Source: an optimization exercise on an open RTL-to-GDS flow (aim: small area). Production flows keep margins and buffers that such runs may drop.
Function was checked by simulation only, so behaviour that the tests miss may differ from the original.
The clock input has no modelled driver; a real chip could not lean on it and would need a root buffer or a full tree.
Power figures rest on the tool's default switching activity, not on a simulated workload.

== north ==
==> flow/design.v <==
module vending_machine(
input			CLK,
input			RESET,
input			RELOAD,
input			CARD_IN,
input	[2:0]	ITEM_CODE,
input			KEY_PRESS,
input			VALID_TRN,
output			VEND,
output			INVALID_SEL,
output	[2:0]	COST,
output			FALID_TRAN
);
reg k1, k2, pay;
reg [2:0] t;
reg [2:0] x;
reg cost2, cost5;
assign COST = {cost5, cost2, cost5};
wire k1_d, k2_d, pay_d, cost2_d, cost5_d, x_en;
wire [2:0] t_d;
wire [9:0] z;             
wire nc1, nc2;            
wire [4:0] a;             
wire m4, p4, navail;
vm_or3b  u_nc1 (.a(x[2]), .b(x[1]), .cn(x[0]), .y(nc1));
vm_or3b  u_nc2 (.a(x[2]), .b(x[0]), .cn(x[1]), .y(nc2));
genvar gi;
generate for (gi = 0; gi < 5; gi = gi + 1) begin : g_av
	vm_o22ai u_a (.a1(nc1), .a2(z[gi]), .b1(nc2), .b2(z[gi + 5]), .y(a[gi]));
end endgenerate
vm_mux4  u_m4 (.a0(a[0]), .a1(a[1]), .a2(a[2]), .a3(a[3]), .s0(ITEM_CODE[0]), .s1(ITEM_CODE[1]), .y(m4));
vm_nor3b u_p4 (.a(ITEM_CODE[1]), .b(ITEM_CODE[0]), .cn(a[4]), .y(p4));
vm_mux2i u_na (.a0(m4), .a1(p4), .s(ITEM_CODE[2]), .y(navail));
wire w, idle_act, nr, t4, g, ev, ge, gn, stay;
vm_or3   u_w   (.a(k1), .b(k2), .c(pay), .y(w));
vm_nor2  u_ia  (.a(w), .b(t[0]), .y(idle_act));
vm_inv   u_nr  (.a(RESET), .y(nr));
vm_and2b u_t4  (.an(t[0]), .b(t[2]), .y(t4));
vm_nor2  u_g   (.a(RESET), .b(t4), .y(g));
vm_mux2  u_ev  (.a0(KEY_PRESS), .a1(VALID_TRN), .s(pay), .y(ev));
vm_and2  u_ge  (.a(g), .b(ev), .y(ge));
vm_nor2b u_gn  (.a(ev), .bn(g), .y(gn));
vm_and2  u_st  (.a(gn), .b(w), .y(stay));
vm_a32o  u_k1  (.a1(nr), .a2(idle_act), .a3(CARD_IN), .b1(gn), .b2(k1), .y(k1_d));
vm_a22o  u_k2  (.a(ge), .b(k1), .c(gn), .e(k2), .y(k2_d));
wire sel_n, pay_h_n;
vm_nand3b u_sel (.an(navail), .b(ge), .c(k2), .y(sel_n));
vm_nand2 u_ph  (.a(gn), .b(pay), .y(pay_h_n));
vm_nand2 u_pay (.a(pay_h_n), .b(sel_n), .y(pay_d));
wire to2, q_ev, evd, fe, st2n, load, load_n, lr;
vm_and3  u_to2 (.a(nr), .b(k2), .c(t4), .y(to2));
vm_a21o  u_qev (.a1(k2), .a2(navail), .b(pay), .y(q_ev));
vm_and2  u_evd (.a(ge), .b(q_ev), .y(evd));
vm_a211o u_t2  (.a1(stay), .a2(t[1]), .b(to2), .c(evd), .y(t_d[2]));
vm_and2  u_t1  (.a(stay), .b(t[0]), .y(t_d[1]));
vm_and3  u_fe  (.a(nr), .b(pay), .c(t4), .y(fe));
vm_and2b u_s2n (.an(t[2]), .b(stay), .y(st2n));
vm_or4   u_t0  (.a(st2n), .b(load_n), .c(fe), .d(evd), .y(t_d[0]));
vm_and3b u_ld  (.an(CARD_IN), .b(idle_act), .c(RELOAD), .y(load));
vm_or2   u_lr  (.a(load), .b(RESET), .y(lr));
vm_and2  u_ldn (.a(load), .b(nr), .y(load_n));
wire keep;
vm_nor2  u_kp  (.a(RESET), .b(idle_act), .y(keep));
vm_a2bb2o u_c2 (.a1n(sel_n), .a2n(nc1), .b1(keep), .b2(cost2), .y(cost2_d));
vm_a2bb2o u_c5 (.a1n(sel_n), .a2n(nc2), .b1(keep), .b2(cost5), .y(cost5_d));
wire p;
vm_or2   u_p   (.a(cost2), .b(cost5), .y(p));
vm_and4b u_vend (.an(w), .b(t[0]), .c(t[2]), .d(p), .y(VEND));
vm_and4bb u_fail (.an(w), .bn(t[2]), .c(t[0]), .d(p), .y(FALID_TRAN));
vm_nor3b u_inv (.a(w), .b(p), .cn(t[2]), .y(INVALID_SEL));
vm_nor2b u_xen (.a(pay), .bn(KEY_PRESS), .y(x_en));
always @(posedge CLK) begin
	k1 <= k1_d;
	k2 <= k2_d;
	pay <= pay_d;
	t <= t_d;
	cost2 <= cost2_d;
	cost5 <= cost5_d;
end
always @(posedge CLK)
	if (x_en)
		x <= ITEM_CODE;
wire vlo_n, vhi_n;
wire [4:0] sel_x_n;       
vm_nand3 u_vlo (.a(VEND), .b(cost2), .c(nr), .y(vlo_n));
vm_nand3 u_vhi (.a(VEND), .b(cost5), .c(nr), .y(vhi_n));
vm_or3   u_s0  (.a(x[2]), .b(x[1]), .c(x[0]), .y(sel_x_n[0]));
vm_nand2b u_s1 (.an(x[1]), .b(x[0]), .y(sel_x_n[1]));
vm_nand2b u_s2 (.an(x[0]), .b(x[1]), .y(sel_x_n[2]));
vm_nand2 u_s3  (.a(x[1]), .b(x[0]), .y(sel_x_n[3]));
vm_inv   u_s4  (.a(x[2]), .y(sel_x_n[4]));
generate for (gi = 0; gi < 10; gi = gi + 1) begin : g_stock
	reg [3:0] q;
	wire [3:0] nx;
	wire d, h, n0;
	vm_nor2  u_d  (.a(gi < 5 ? vlo_n : vhi_n), .b(sel_x_n[gi % 5]), .y(d));
	vm_nor2  u_h  (.a(d), .b(lr), .y(h));
	vm_nand2 u_n0 (.a(q[0]), .b(q[3]), .y(n0));
	vm_nor2  u_z  (.a(q[0]), .b(q[3]), .y(z[gi]));
	vm_a22o  u0 (.a(h), .b(q[0]), .c(d), .e(n0),   .y(nx[0]));
	vm_a221o u1 (.a(h), .b(q[1]), .c(d), .e(q[0]), .k(RESET),  .y(nx[1]));
	vm_a221o u2 (.a(h), .b(q[2]), .c(d), .e(q[1]), .k(RESET),  .y(nx[2]));
	vm_a221o u3 (.a(h), .b(q[3]), .c(d), .e(q[2]), .k(load_n), .y(nx[3]));
	always @(posedge CLK)
		q <= nx;
end endgenerate
endmodule
module vm_inv(input a, output y); assign y = ~a; endmodule
module vm_nor2(input a, input b, output y); assign y = ~(a | b); endmodule
module vm_nand2(input a, input b, output y); assign y = ~(a & b); endmodule
module vm_and2(input a, input b, output y); assign y = a & b; endmodule
module vm_or2(input a, input b, output y); assign y = a | b; endmodule
module vm_and2b(input an, input b, output y); assign y = ~an & b; endmodule
module vm_nor2b(input a, input bn, output y); assign y = ~a & bn; endmodule
module vm_nand2b(input an, input b, output y); assign y = an | ~b; endmodule
module vm_and3(input a, input b, input c, output y); assign y = a & b & c; endmodule
module vm_nand3(input a, input b, input c, output y); assign y = ~(a & b & c); endmodule
module vm_or3(input a, input b, input c, output y); assign y = a | b | c; endmodule
module vm_or3b(input a, input b, input cn, output y); assign y = a | b | ~cn; endmodule
module vm_nor3b(input a, input b, input cn, output y); assign y = ~a & ~b & cn; endmodule
module vm_and3b(input an, input b, input c, output y); assign y = ~an & b & c; endmodule
module vm_nand3b(input an, input b, input c, output y); assign y = an | ~b | ~c; endmodule
module vm_or4(input a, input b, input c, input d, output y); assign y = a | b | c | d; endmodule
module vm_and4b(input an, input b, input c, input d, output y); assign y = ~an & b & c & d; endmodule
module vm_and4bb(input an, input bn, input c, input d, output y); assign y = ~an & ~bn & c & d; endmodule
module vm_a21o(input a1, input a2, input b, output y); assign y = (a1 & a2) | b; endmodule
module vm_a22o(input a, input b, input c, input e, output y); assign y = (a & b) | (c & e); endmodule
module vm_a221o(input a, input b, input c, input e, input k, output y); assign y = (a & b) | (c & e) | k; endmodule
module vm_a32o(input a1, input a2, input a3, input b1, input b2, output y); assign y = (a1 & a2 & a3) | (b1 & b2); endmodule
module vm_a211o(input a1, input a2, input b, input c, output y); assign y = (a1 & a2) | b | c; endmodule
module vm_a2bb2o(input a1n, input a2n, input b1, input b2, output y); assign y = (~a1n & ~a2n) | (b1 & b2); endmodule
module vm_o22ai(input a1, input a2, input b1, input b2, output y); assign y = ~((a1 | a2) & (b1 | b2)); endmodule
module vm_mux2(input a0, input a1, input s, output y); assign y = s ? a1 : a0; endmodule
module vm_mux2i(input a0, input a1, input s, output y); assign y = ~(s ? a1 : a0); endmodule
module vm_mux4(input a0, input a1, input a2, input a3, input s0, input s1, output y);
	assign y = s1 ? (s0 ? a3 : a2) : (s0 ? a1 : a0);
endmodule
export LEC_CHECK = 0
export CAP_MARGIN = 20
export CORE_MARGIN = 2
export CORE_UTILIZATION = 40
export SLEW_MARGIN = 20
export SYNTH_HIERARCHICAL = 1
create_clock -name core_clock -period 8.0 [get_ports {CLK}]
standard.sh (not shown) runs the stock make flow with config.mk's settings and CLKGATE_MAP_FILE= SYNTH_SCRIPT=/design/flow/synth_recipe.tcl, a recipe that flattens the netlist after the stock synthesis.
==> flow/flow/run.sh <==
#!/bin/bash
# The standard ORFS layout (standard.sh, unchanged synthesis) with:
#  - the smallest buffer (buf_1) on every input and output port;
#  - combinational cells downsized to their smallest drive strength after
#    floorplanning (flow/downsize.tcl); later repairs upsize where needed;
#  - a clock tree of VM_CLK_GROUPS buffers, each driving the register clock
#    pins of one placement cluster (flow/cts.tcl), in place of TritonCTS.
set -euo pipefail
here=$(pwd)
export BUFFER_PORTS_ARGS="-buffer_cell sky130_fd_sc_hd__buf_1"
export POST_FLOORPLAN_TCL=$here/flow/downsize.tcl
export PRE_CTS_TCL=$here/flow/cts.tcl
export VM_CLK_GROUPS=2
export VM_CLK_BUF=sky130_fd_sc_hd__clkbuf_16
bash standard.sh > standard.log 2>&1
==> flow/flow/cts.tcl <==
# Sourced by ORFS's cts.tcl before clock_tree_synthesis: in place of the tree
# TritonCTS would build, split the register clock pins into VM_CLK_GROUPS
# groups by placement (k-means) and drive each group from one clock buffer
# placed at its centre; the clock port drives only those buffers. Every
# register is one buffer away from the clock port.
rename clock_tree_synthesis __tritoncts
proc clock_tree_synthesis { args } {
  set k 3
  if { [info exists ::env(VM_CLK_GROUPS)] } { set k $::env(VM_CLK_GROUPS) }
  set bufcell sky130_fd_sc_hd__clkbuf_8
  if { [info exists ::env(VM_CLK_BUF)] } { set bufcell $::env(VM_CLK_BUF) }
  set block [ord::get_db_block]
  set dbu [$block getDbUnitsPerMicron]
  set pins {}
  set xs {}
  set ys {}
  foreach pin [get_pins -of_objects [get_nets CLK]] {
    set it [sta::sta_to_db_pin $pin]
    set bb [[$it getInst] getBBox]
    lappend pins $pin
    lappend xs [expr { ([$bb xMin] + [$bb xMax]) / 2.0 / $dbu }]
    lappend ys [expr { ([$bb yMin] + [$bb yMax]) / 2.0 / $dbu }]
  }
  set n [llength $pins]
  # initial centres: points spread along the sorted x coordinate
  set order [lsort -real -indices $xs]
  set cx {}
  set cy {}
  for { set c 0 } { $c < $k } { incr c } {
    set i [lindex $order [expr { int(($c + 0.5) * $n / $k) }]]
    lappend cx [lindex $xs $i]
    lappend cy [lindex $ys $i]
  }
  for { set iter 0 } { $iter < 50 } { incr iter } {
    set assign {}
    for { set i 0 } { $i < $n } { incr i } {
      set best 0
      set bd 1e30
      for { set c 0 } { $c < $k } { incr c } {
        set dx [expr { [lindex $xs $i] - [lindex $cx $c] }]
        set dy [expr { [lindex $ys $i] - [lindex $cy $c] }]
        set d [expr { $dx * $dx + $dy * $dy }]
        if { $d < $bd } { set bd $d; set best $c }
      }
      lappend assign $best
    }
    set ncx {}
    set ncy {}
    for { set c 0 } { $c < $k } { incr c } {
      set sx 0.0
      set sy 0.0
      set m 0
      for { set i 0 } { $i < $n } { incr i } {
        if { [lindex $assign $i] == $c } {
          set sx [expr { $sx + [lindex $xs $i] }]
          set sy [expr { $sy + [lindex $ys $i] }]
          incr m
        }
      }
      if { $m > 0 } {
        lappend ncx [expr { $sx / $m }]
        lappend ncy [expr { $sy / $m }]
      } else {
        lappend ncx [lindex $cx $c]
        lappend ncy [lindex $cy $c]
      }
    }
    set cx $ncx
    set cy $ncy
  }
  for { set c 0 } { $c < $k } { incr c } {
    set group {}
    for { set i 0 } { $i < $n } { incr i } {
      if { [lindex $assign $i] == $c } { lappend group [lindex $pins $i] }
    }
    if { [llength $group] == 0 } { continue }
    puts "clock group $c: [llength $group] pins, buffer at ([lindex $cx $c], [lindex $cy $c])"
    insert_buffer -net CLK -load_pins $group -buffer_cell $bufcell \
      -location [list [lindex $cx $c] [lindex $cy $c]] \
      -buffer_name clkbuf_$c -net_name clknet_$c
  }
  set_propagated_clock [all_clocks]
}
Other scripts of this flow, unchanged in this note and not shown: flow/flow/downsize.tcl
Relative to north, the following input files were edited for south:
Settings: CORE_UTILIZATION: 40 -> 65.
diff --git a/flow/flow/run.sh b/flow/flow/run.sh
--- a/flow/flow/run.sh
+++ b/flow/flow/run.sh
@@ -12,4 +12,4 @@
 export PRE_CTS_TCL=$here/flow/cts.tcl
-export VM_CLK_GROUPS=2
-export VM_CLK_BUF=sky130_fd_sc_hd__clkbuf_16
+export VM_CLK_GROUPS=3
+export VM_CLK_BUF=sky130_fd_sc_hd__clkbuf_8
 bash standard.sh > standard.log 2>&1
==> notes.md <==
Summary of south over north: final critical-path setup slack shows an increase of 62 ps, post-placement cell area went down about 2%.
Min clock share of power across south and north: south
south against north: routed wire length now sits lower; amount of wire on met3 after detailed routing rose 0.65%.
No run of this note takes its clock network from TritonCTS; it comes from the design's own scripts or RTL.

==> static timing again, ports no longer ideal <==
Ports are ideal in the flow. The routed layouts listed here were re-timed in OpenROAD. Step 1 (the two cells are an assumption about what drives the block):
set clk [get_ports {CLK}]
set_driving_cell -lib_cell sky130_fd_sc_hd__clkbuf_16 $clk
set_driving_cell -lib_cell sky130_fd_sc_hd__buf_2 [delete_from_list [all_inputs] $clk]
Step 2 moves the port delays by t, midway between the first and last clock arrival at a register: inputs arrive t later, outputs are due t later. That takes back most of the time a late clock gives input paths. Slacks: no drivers / after step 1 / after step 2; pairs: no drivers / after step 1.
| run | t (ns) | setup slack, ns | latest minus earliest clock arrival (ns) | worst slew at a driven data input, ns |
|---|---|---|---|---|
| north | 0.197 | 4.412 / 4.427 / 4.231 | 0.005 / 0.005 | 0.04 |
| south | 0.197 | 4.474 / 4.492 / 4.295 | 0.016 / 0.016 | 0.03 |
After both steps every run listed still meets setup and hold. For north, which loses most, drivers alone change the setup slack by +0.015 ns; drivers and shift together by -0.181 ns.
